This design comes from an exercise in tuning for small area, a short achievable clock period and few clock cycles per item on the open sky130 flow, not from production work. For this run, only the layout was checked, not whether the RTL still works.

==> design/flow/design.v <==
`default_nettype none
module chacha20(input wire clock,
                input wire reset,  
                input wire start,
                input  wire [255:0] key,
                input  wire [63:0] index,  
                input  wire [63:0] nonce,
                output reg done,
                output wire [511:0] out);
    function automatic [31:0] LE32(input [31:0] a);
        LE32 = {a[7:0], a[15:8], a[23:16], a[31:24]};
    endfunction
function automatic [31:0] ADD(input [31:0] a, input [31:0] b);
    reg [31:0] p, g, pp, gg, c;
    begin
    p = a ^ b; g = a & b; pp = p; gg = g;
    gg[1] = gg[1] | (pp[1] & gg[0]); pp[1] = pp[1] & pp[0];
    gg[3] = gg[3] | (pp[3] & gg[2]); pp[3] = pp[3] & pp[2];
    gg[5] = gg[5] | (pp[5] & gg[4]); pp[5] = pp[5] & pp[4];
    gg[7] = gg[7] | (pp[7] & gg[6]); pp[7] = pp[7] & pp[6];
    gg[9] = gg[9] | (pp[9] & gg[8]); pp[9] = pp[9] & pp[8];
    gg[11] = gg[11] | (pp[11] & gg[10]); pp[11] = pp[11] & pp[10];
    gg[13] = gg[13] | (pp[13] & gg[12]); pp[13] = pp[13] & pp[12];
    gg[15] = gg[15] | (pp[15] & gg[14]); pp[15] = pp[15] & pp[14];
    gg[17] = gg[17] | (pp[17] & gg[16]); pp[17] = pp[17] & pp[16];
    gg[19] = gg[19] | (pp[19] & gg[18]); pp[19] = pp[19] & pp[18];
    gg[21] = gg[21] | (pp[21] & gg[20]); pp[21] = pp[21] & pp[20];
    gg[23] = gg[23] | (pp[23] & gg[22]); pp[23] = pp[23] & pp[22];
    gg[25] = gg[25] | (pp[25] & gg[24]); pp[25] = pp[25] & pp[24];
    gg[27] = gg[27] | (pp[27] & gg[26]); pp[27] = pp[27] & pp[26];
    gg[29] = gg[29] | (pp[29] & gg[28]); pp[29] = pp[29] & pp[28];
    gg[31] = gg[31] | (pp[31] & gg[30]); pp[31] = pp[31] & pp[30];
    gg[3] = gg[3] | (pp[3] & gg[1]); pp[3] = pp[3] & pp[1];
    gg[7] = gg[7] | (pp[7] & gg[5]); pp[7] = pp[7] & pp[5];
    gg[11] = gg[11] | (pp[11] & gg[9]); pp[11] = pp[11] & pp[9];
    gg[15] = gg[15] | (pp[15] & gg[13]); pp[15] = pp[15] & pp[13];
    gg[19] = gg[19] | (pp[19] & gg[17]); pp[19] = pp[19] & pp[17];
    gg[23] = gg[23] | (pp[23] & gg[21]); pp[23] = pp[23] & pp[21];
    gg[27] = gg[27] | (pp[27] & gg[25]); pp[27] = pp[27] & pp[25];
    gg[31] = gg[31] | (pp[31] & gg[29]); pp[31] = pp[31] & pp[29];
    gg[7] = gg[7] | (pp[7] & gg[3]); pp[7] = pp[7] & pp[3];
    gg[15] = gg[15] | (pp[15] & gg[11]); pp[15] = pp[15] & pp[11];
    gg[23] = gg[23] | (pp[23] & gg[19]); pp[23] = pp[23] & pp[19];
    gg[31] = gg[31] | (pp[31] & gg[27]); pp[31] = pp[31] & pp[27];
    gg[15] = gg[15] | (pp[15] & gg[7]); pp[15] = pp[15] & pp[7];
    gg[31] = gg[31] | (pp[31] & gg[23]); pp[31] = pp[31] & pp[23];
    gg[31] = gg[31] | (pp[31] & gg[15]); pp[31] = pp[31] & pp[15];
    gg[23] = gg[23] | (pp[23] & gg[15]); pp[23] = pp[23] & pp[15];
    gg[11] = gg[11] | (pp[11] & gg[7]); pp[11] = pp[11] & pp[7];
    gg[19] = gg[19] | (pp[19] & gg[15]); pp[19] = pp[19] & pp[15];
    gg[27] = gg[27] | (pp[27] & gg[23]); pp[27] = pp[27] & pp[23];
    gg[5] = gg[5] | (pp[5] & gg[3]); pp[5] = pp[5] & pp[3];
    gg[9] = gg[9] | (pp[9] & gg[7]); pp[9] = pp[9] & pp[7];
    gg[13] = gg[13] | (pp[13] & gg[11]); pp[13] = pp[13] & pp[11];
    gg[17] = gg[17] | (pp[17] & gg[15]); pp[17] = pp[17] & pp[15];
    gg[21] = gg[21] | (pp[21] & gg[19]); pp[21] = pp[21] & pp[19];
    gg[25] = gg[25] | (pp[25] & gg[23]); pp[25] = pp[25] & pp[23];
    gg[29] = gg[29] | (pp[29] & gg[27]); pp[29] = pp[29] & pp[27];
    gg[2] = gg[2] | (pp[2] & gg[1]); pp[2] = pp[2] & pp[1];
    gg[4] = gg[4] | (pp[4] & gg[3]); pp[4] = pp[4] & pp[3];
    gg[6] = gg[6] | (pp[6] & gg[5]); pp[6] = pp[6] & pp[5];
    gg[8] = gg[8] | (pp[8] & gg[7]); pp[8] = pp[8] & pp[7];
    gg[10] = gg[10] | (pp[10] & gg[9]); pp[10] = pp[10] & pp[9];
    gg[12] = gg[12] | (pp[12] & gg[11]); pp[12] = pp[12] & pp[11];
    gg[14] = gg[14] | (pp[14] & gg[13]); pp[14] = pp[14] & pp[13];
    gg[16] = gg[16] | (pp[16] & gg[15]); pp[16] = pp[16] & pp[15];
    gg[18] = gg[18] | (pp[18] & gg[17]); pp[18] = pp[18] & pp[17];
    gg[20] = gg[20] | (pp[20] & gg[19]); pp[20] = pp[20] & pp[19];
    gg[22] = gg[22] | (pp[22] & gg[21]); pp[22] = pp[22] & pp[21];
    gg[24] = gg[24] | (pp[24] & gg[23]); pp[24] = pp[24] & pp[23];
    gg[26] = gg[26] | (pp[26] & gg[25]); pp[26] = pp[26] & pp[25];
    gg[28] = gg[28] | (pp[28] & gg[27]); pp[28] = pp[28] & pp[27];
    gg[30] = gg[30] | (pp[30] & gg[29]); pp[30] = pp[30] & pp[29];
    c = {gg[30:0], 1'b0};
    ADD = p ^ c;
    end
endfunction
    localparam CONST = 128'h657870616e642033322d62797465206b;
    wire [511:0] init = {CONST, key, LE32(index[31:0]), LE32(index[63:32]), nonce};
    reg [4:0] i;  
    reg [31:0] y [0:15];  
    wire [31:0] xi [0:15];
    wire [31:0] h [0:15];
    wire ld = start;
    wire fa = i == 5'd19;
    genvar j;
    generate for (j = 0; j < 16; j = j + 1) begin: g_init
        assign xi[j] = LE32(init[511 - 32*j -: 32]);
    end endgenerate
    generate for (j = 0; j < 4; j = j + 1) begin: g_h2
        wire [31:0] a2 = ADD(y[j], y[4+j]);
        wire [31:0] t2 = y[12+j] ^ a2;
        wire [31:0] d2 = {t2[23:0], t2[31:24]};
        wire [31:0] c2 = ADD(y[8+j], d2);
        wire [31:0] t3 = y[4+j] ^ c2;
        wire [31:0] b2 = {t3[24:0], t3[31:25]};
        assign h[     (4-j)%4] = a2;
        assign h[4 +  (5-j)%4] = b2;
        assign h[8 +  (6-j)%4] = c2;
        assign h[12 + (7-j)%4] = d2;
    end endgenerate
    generate for (j = 0; j < 4; j = j + 1) begin: g_h1
        wire [31:0] ai = ld ? xi[j]    : h[j];
        wire [31:0] bi = ld ? xi[4+j]  : fa ? xi[j] : h[4+j];
        wire [31:0] ci = ld ? xi[8+j]  : h[8+j];
        wire [31:0] di = ld ? xi[12+j] : h[12+j];
        wire [31:0] s1 = ADD(ai, bi);
        wire [31:0] t0 = di ^ s1;
        wire [31:0] d1 = {t0[15:0], t0[31:16]};
        wire [31:0] s2 = ADD(ci, (fa ? xi[8+j] : d1));
        wire [31:0] t1 = bi ^ s2;
        wire [31:0] b1 = {t1[19:0], t1[31:20]};
        wire [31:0] fb = ADD(h[4+j], xi[4+j]);
        wire [31:0] fd = ADD(h[12+j], xi[12+j]);
        always @(posedge clock) begin
            y[j]    <= s1;
            y[4+j]  <= fa ? fb : b1;
            y[8+j]  <= s2;
            y[12+j] <= fa ? fd : d1;
        end
    end endgenerate
    always @(posedge clock) begin
        if (i != 5'd20) i <= i + 5'd1;
        if (start) i <= 5'd0;
        done <= fa;
        if (reset) begin
            i <= 5'd20;
            done <= 1'b0;
        end
    end
    generate for (j = 0; j < 16; j = j + 1) begin: g_out
        assign out[511 - 32*j -: 32] = LE32(y[j]);
    end endgenerate
endmodule
==> design/flow/flow/run.sh <==
#!/bin/bash
# The standard layout, with the port buffers made from the smallest buffer cell.
set -euo pipefail
export BUFFER_PORTS_ARGS="-buffer_cell sky130_fd_sc_hd__buf_1"
bash standard.sh > standard_flow.log 2>&1
==> design/flow/standard.sh <==
#!/bin/bash
# synth_recipe.tcl (not shown) runs the flow's synth.tcl, then flattens the netlist and writes it again
# the make line also repeats each setting of config.mk as NAME=value (left out here)
make -C /OpenROAD-flow-scripts/flow DESIGN_CONFIG=/design/flow/config.mk WORK_HOME=/design/flow/orfs CLKGATE_MAP_FILE= SYNTH_SCRIPT=/design/flow/synth_recipe.tcl "${@:-finish}"
==> design/flow/config.mk <==
export PLATFORM = sky130hd
export DESIGN_NAME = chacha20
export DESIGN_NICKNAME = chacha20
export VERILOG_FILES = /design/flow/design.v
export SDC_FILE = /design/flow/constraint.sdc
export NUM_CORES = 8
export LEC_CHECK = 0
export CAP_MARGIN = 10
export CORE_MARGIN = 2
export CORE_UTILIZATION = 35
export CTS_CLUSTER_DIAMETER = 80
export CTS_CLUSTER_SIZE = 30
export SETUP_SLACK_MARGIN = 2
export SLEW_MARGIN = 10
==> design/flow/constraint.sdc <==
create_clock -name core_clock -period 14.0 [get_ports {clock}]
set_input_delay 2.8000 -clock core_clock [delete_from_list [all_inputs] [get_ports {clock}]]
set_output_delay 2.8000 -clock core_clock [all_outputs]
set_load 0.01 [all_outputs]
==> flow_metrics.env <==
export IMPL_utilization=0.460
export IMPL_r2r_slack_ns=0.71
export IMPL_num_io_pins=900
export IMPL_worstSkewPairLatency_ns=0.72
export IMPL_synth_cells=6242
export IMPL_cap_viol_max_count=0
export IMPL_tightest_slew_ns=1.32
export IMPL_rsz0062_at_grt="true"
export IMPL_antenna_found_initial=54
export IMPL_yosys_cell_types_count=75
export IMPL_required_ns=14.63
export IMPL_hold_path_class="register to register"
export IMPL_ys_warn_count=2
export IMPL_cts_buffers=53
export IMPL_grt_pass1_wl_um=475000
export IMPL_rows=144
export IMPL_hold_viol_final=0
export IMPL_io_buffers=899
export IMPL_path_common_cell="xnor2_2"
export IMPL_cts_tree="built"
export IMPL_critPathTopFamily="compound AO/OA/AOI/OAI gates"
export IMPL_synth_nets=7711
export IMPL_min_period_over_period=0.950
export IMPL_crit_buf_inv=8
export IMPL_vias_per_cell=5.85
export IMPL_slew_viol_final=0
export IMPL_routed_wl_um=370000
export IMPL_hpwlAfterDp_um=323000
export IMPL_final_antenna_net_count=0
export IMPL_synthArstFlopShare=0
export IMPL_vias=57200
export IMPL_dieHeight_um=398
export IMPL_setup_violations=0
export IMPL_cp_slowest_cell="a2111o_1"
export IMPL_drive_above_1_share=0.193
export IMPL_dieArea_um2=158000
export IMPL_wl_per_cell_um=37.8
export IMPL_cts_root_buffer="clkbuf_16"
export IMPL_synth_edf_count=0
export IMPL_die_width_um=398
export IMPL_critPathKind="register to register"
export IMPL_drtIter0Drc=6745
export IMPL_clkTransAtPathRegs_ns=0.11
export IMPL_final_cell_mix="buf_1 (898), inv_1 (680), ha_1 (653)"
export IMPL_grt_max_degree=127
export IMPL_area_growth_pct=30.5
export IMPL_final_common_cell="buf_1"
export IMPL_core_area_um2=154000
export IMPL_outcome="complete, no violations"
export IMPL_ctsHtreeMaxLevel=2
export IMPL_cts_hold_buf=0
export IMPL_place_gp_congestion=1.11
export IMPL_grt_pass1_vias=53700
export IMPL_seq_area_frac_synth=0.191
export IMPL_slew_headroom=0.114
export IMPL_fin_crit_ns=13.29
export IMPL_worstPathMaxFanout=3
export IMPL_cts_buffer_depth=3
export IMPL_fin_nets=9148
export IMPL_ys_ff_latch=518
export IMPL_end_kind="register"
export IMPL_synth_area_um2=54300
export IMPL_grt_use_total=0.449
export IMPL_grt_ovfl_total=0
export IMPL_syn_area_per_cell_um2=8.70
export IMPL_clkSinkCount=518
export IMPL_skew_ns=0.0450
export IMPL_cp_slowest_stage_delay_ns=0.42
export IMPL_drc=0
export IMPL_cp_start_kind="register"
export IMPL_first_pass_iters=12
export IMPL_start_util=0.353
export IMPL_fmax_mhz=75.2
export IMPL_arrival_ns=13.92
export IMPL_synth_ff_type="dfxtp_1"
-- logic make-up after synthesis --
family                   Yosys count  synth area share
AO/OA/AOI/OAI                   1361             0.155
AND/OR/NAND/NOR                 1299             0.104
multiplexers                     198            0.0390
buffers and inverters            881            0.0609
XOR/XNOR                         903             0.148
adder cells (fa/ha/maj)         1082             0.302
flip-flops                       518             0.191
-- state kept, by name, indices dropped and copies added (netlist names) --
register  cells
i             5
y           512
done          1
-- layer usage --
metal | GRT usage | part of all wire | up-vias | wire [um]
met5 | 0 | 0.00065 | - | 241
met2 | 0.651 | 0.41 | 3939 | 152000
met1 | 0.561 | 0.38 | 28300 | 140000
met3 | 0.115 | 0.11 | 1055 | 40400
li1 | - | - | 23900 | -
met4 | 0.363 | 0.10 | 36 | 37300
-- tightest hold or removal path, stage by stage (launching register included) --
cell,delay (ns)
dfxtp_1,0.35
xnor2_1,0.18
nor3_1,0.04
-- path summary, 6_finish.rpt --
check,startpoint,to,cells past startpoint
max,y[7][0]$_DFF_P_,y[6][11]$_DFF_P_,61
min,i[0]$_SDFFE_PP0N_,i[0]$_SDFFE_PP0N_,2
max reg2reg,y[7][0]$_DFF_P_,y[6][11]$_DFF_P_,61
min reg2reg,i[0]$_SDFFE_PP0N_,i[0]$_SDFFE_PP0N_,2
-- what timing repair did --
action | in CTS | in global routing
pin swaps | 247 | 231
buffers inserted | 140 | 86
cloned | 0 | 0
endpoints found under the setup margin | 219 | 210
resized for setup | 415 | 453
-- final cells by class --
cell class                      count  area, um^2
Multi-Input combinational cell   4843       44500
Timing Repair Buffer             1538        8660
Clock buffer                       56        1360
Inverter                          725        2750
Fill cell                       15500       83200
Antenna cell                       24        60.1
Sequential cell                   518       10400
Tap cell                         2044        2560
Clock inverter                     43         642
-- metrics by stage --
stage | area, um^2 | hold slack, ns | setup slack (ns) | setup TNS [ns] | cells
after floorplan | 54400 | 0.548 | 1.96 | 0 | 6242
after global placement | 63000 | 0.574 | -1.51 | -31.88 | 9442
after detailed placement | 63000 | 0.578 | -1.45 | -29.36 | 9442
after CTS | 68100 | 0.602 | 0.784 | 0 | 9681
after global routing | 70900 | 0.635 | 0.492 | 0 | 9775
final | 70900 | 0.611 | 0.707 | 0 | 9791
-- synth_stat cells, types with 6 or more instances --
cell / number / share of area
a2111oi_0: 10 / 0.0016
a211oi_1: 35 / 0.0048
a21boi_0: 35 / 0.0048
a21o_1: 136 / 0.019
a21oi_1: 417 / 0.038
a221o_1: 12 / 0.0022
a221oi_1: 8 / 0.0013
a311o_1: 9 / 0.0017
a311oi_1: 11 / 0.0018
a31o_2: 27 / 0.0044
a31oi_1: 30 / 0.0035
a32oi_1: 6 / 0.00097
a41oi_1: 9 / 0.0015
and2_1: 10 / 0.0012
and3_1: 58 / 0.0067
and4_1: 35 / 0.0056
buf_1: 30 / 0.0021
clkbuf_1: 123 / 0.0085
dfxtp_1: 518 / 0.19
fa_1: 384 / 0.14
ha_1: 698 / 0.16
inv_1: 724 / 0.050
mux2_2: 110 / 0.023
mux2i_1: 88 / 0.016
nand2_1: 629 / 0.043
nand2b_1: 37 / 0.0043
nand3_1: 52 / 0.0048
nand4_1: 14 / 0.0016
nor2_1: 349 / 0.024
nor2b_1: 36 / 0.0041
nor3_1: 53 / 0.0049
o211ai_1: 11 / 0.0015
o21a_1: 66 / 0.0091
o21ai_0: 355 / 0.033
o21ai_1: 17 / 0.0016
o21bai_1: 50 / 0.0069
o22ai_1: 51 / 0.0059
o41ai_1: 12 / 0.0019
or2_2: 9 / 0.0010
xnor2_1: 494 / 0.080
xnor3_1: 8 / 0.0033
xor2_1: 401 / 0.065

-- afterwards: timing with drivers on the ports --
How much do the figures lean on ideal ports? The routed layout below was timed once more, with nothing changed but the port constraints. Step 1 (the two cells are an assumption about what drives the block):
set clk [get_ports {clock}]
set_driving_cell -lib_cell sky130_fd_sc_hd__clkbuf_16 $clk
set_driving_cell -lib_cell sky130_fd_sc_hd__buf_2 [delete_from_list [all_inputs] $clk]
Step 2 adds t to the input delays and takes it off the output delays; t is the mean of the earliest and latest rising clock arrival at the registers after step 1. Input paths then give back, and output paths get back, about the clock's delay inside the block. Slacks: ideal ports / drivers / drivers and shift; pairs: ideal ports / drivers.
shift t [ns]: 0.791
setup slack, ns: 0.707 / 0.707 / 0.707
worst hold slack (ns): 0.611 / 0.611 / 0.611
latest minus earliest clock arrival (ns): 0.045 / 0.045
worst slew at a driven data input, ns: 0.30
After both steps setup and hold are still met in this run. The setup slack of this run moves by 0.000 ns with the drivers and by 0.000 ns with both steps.
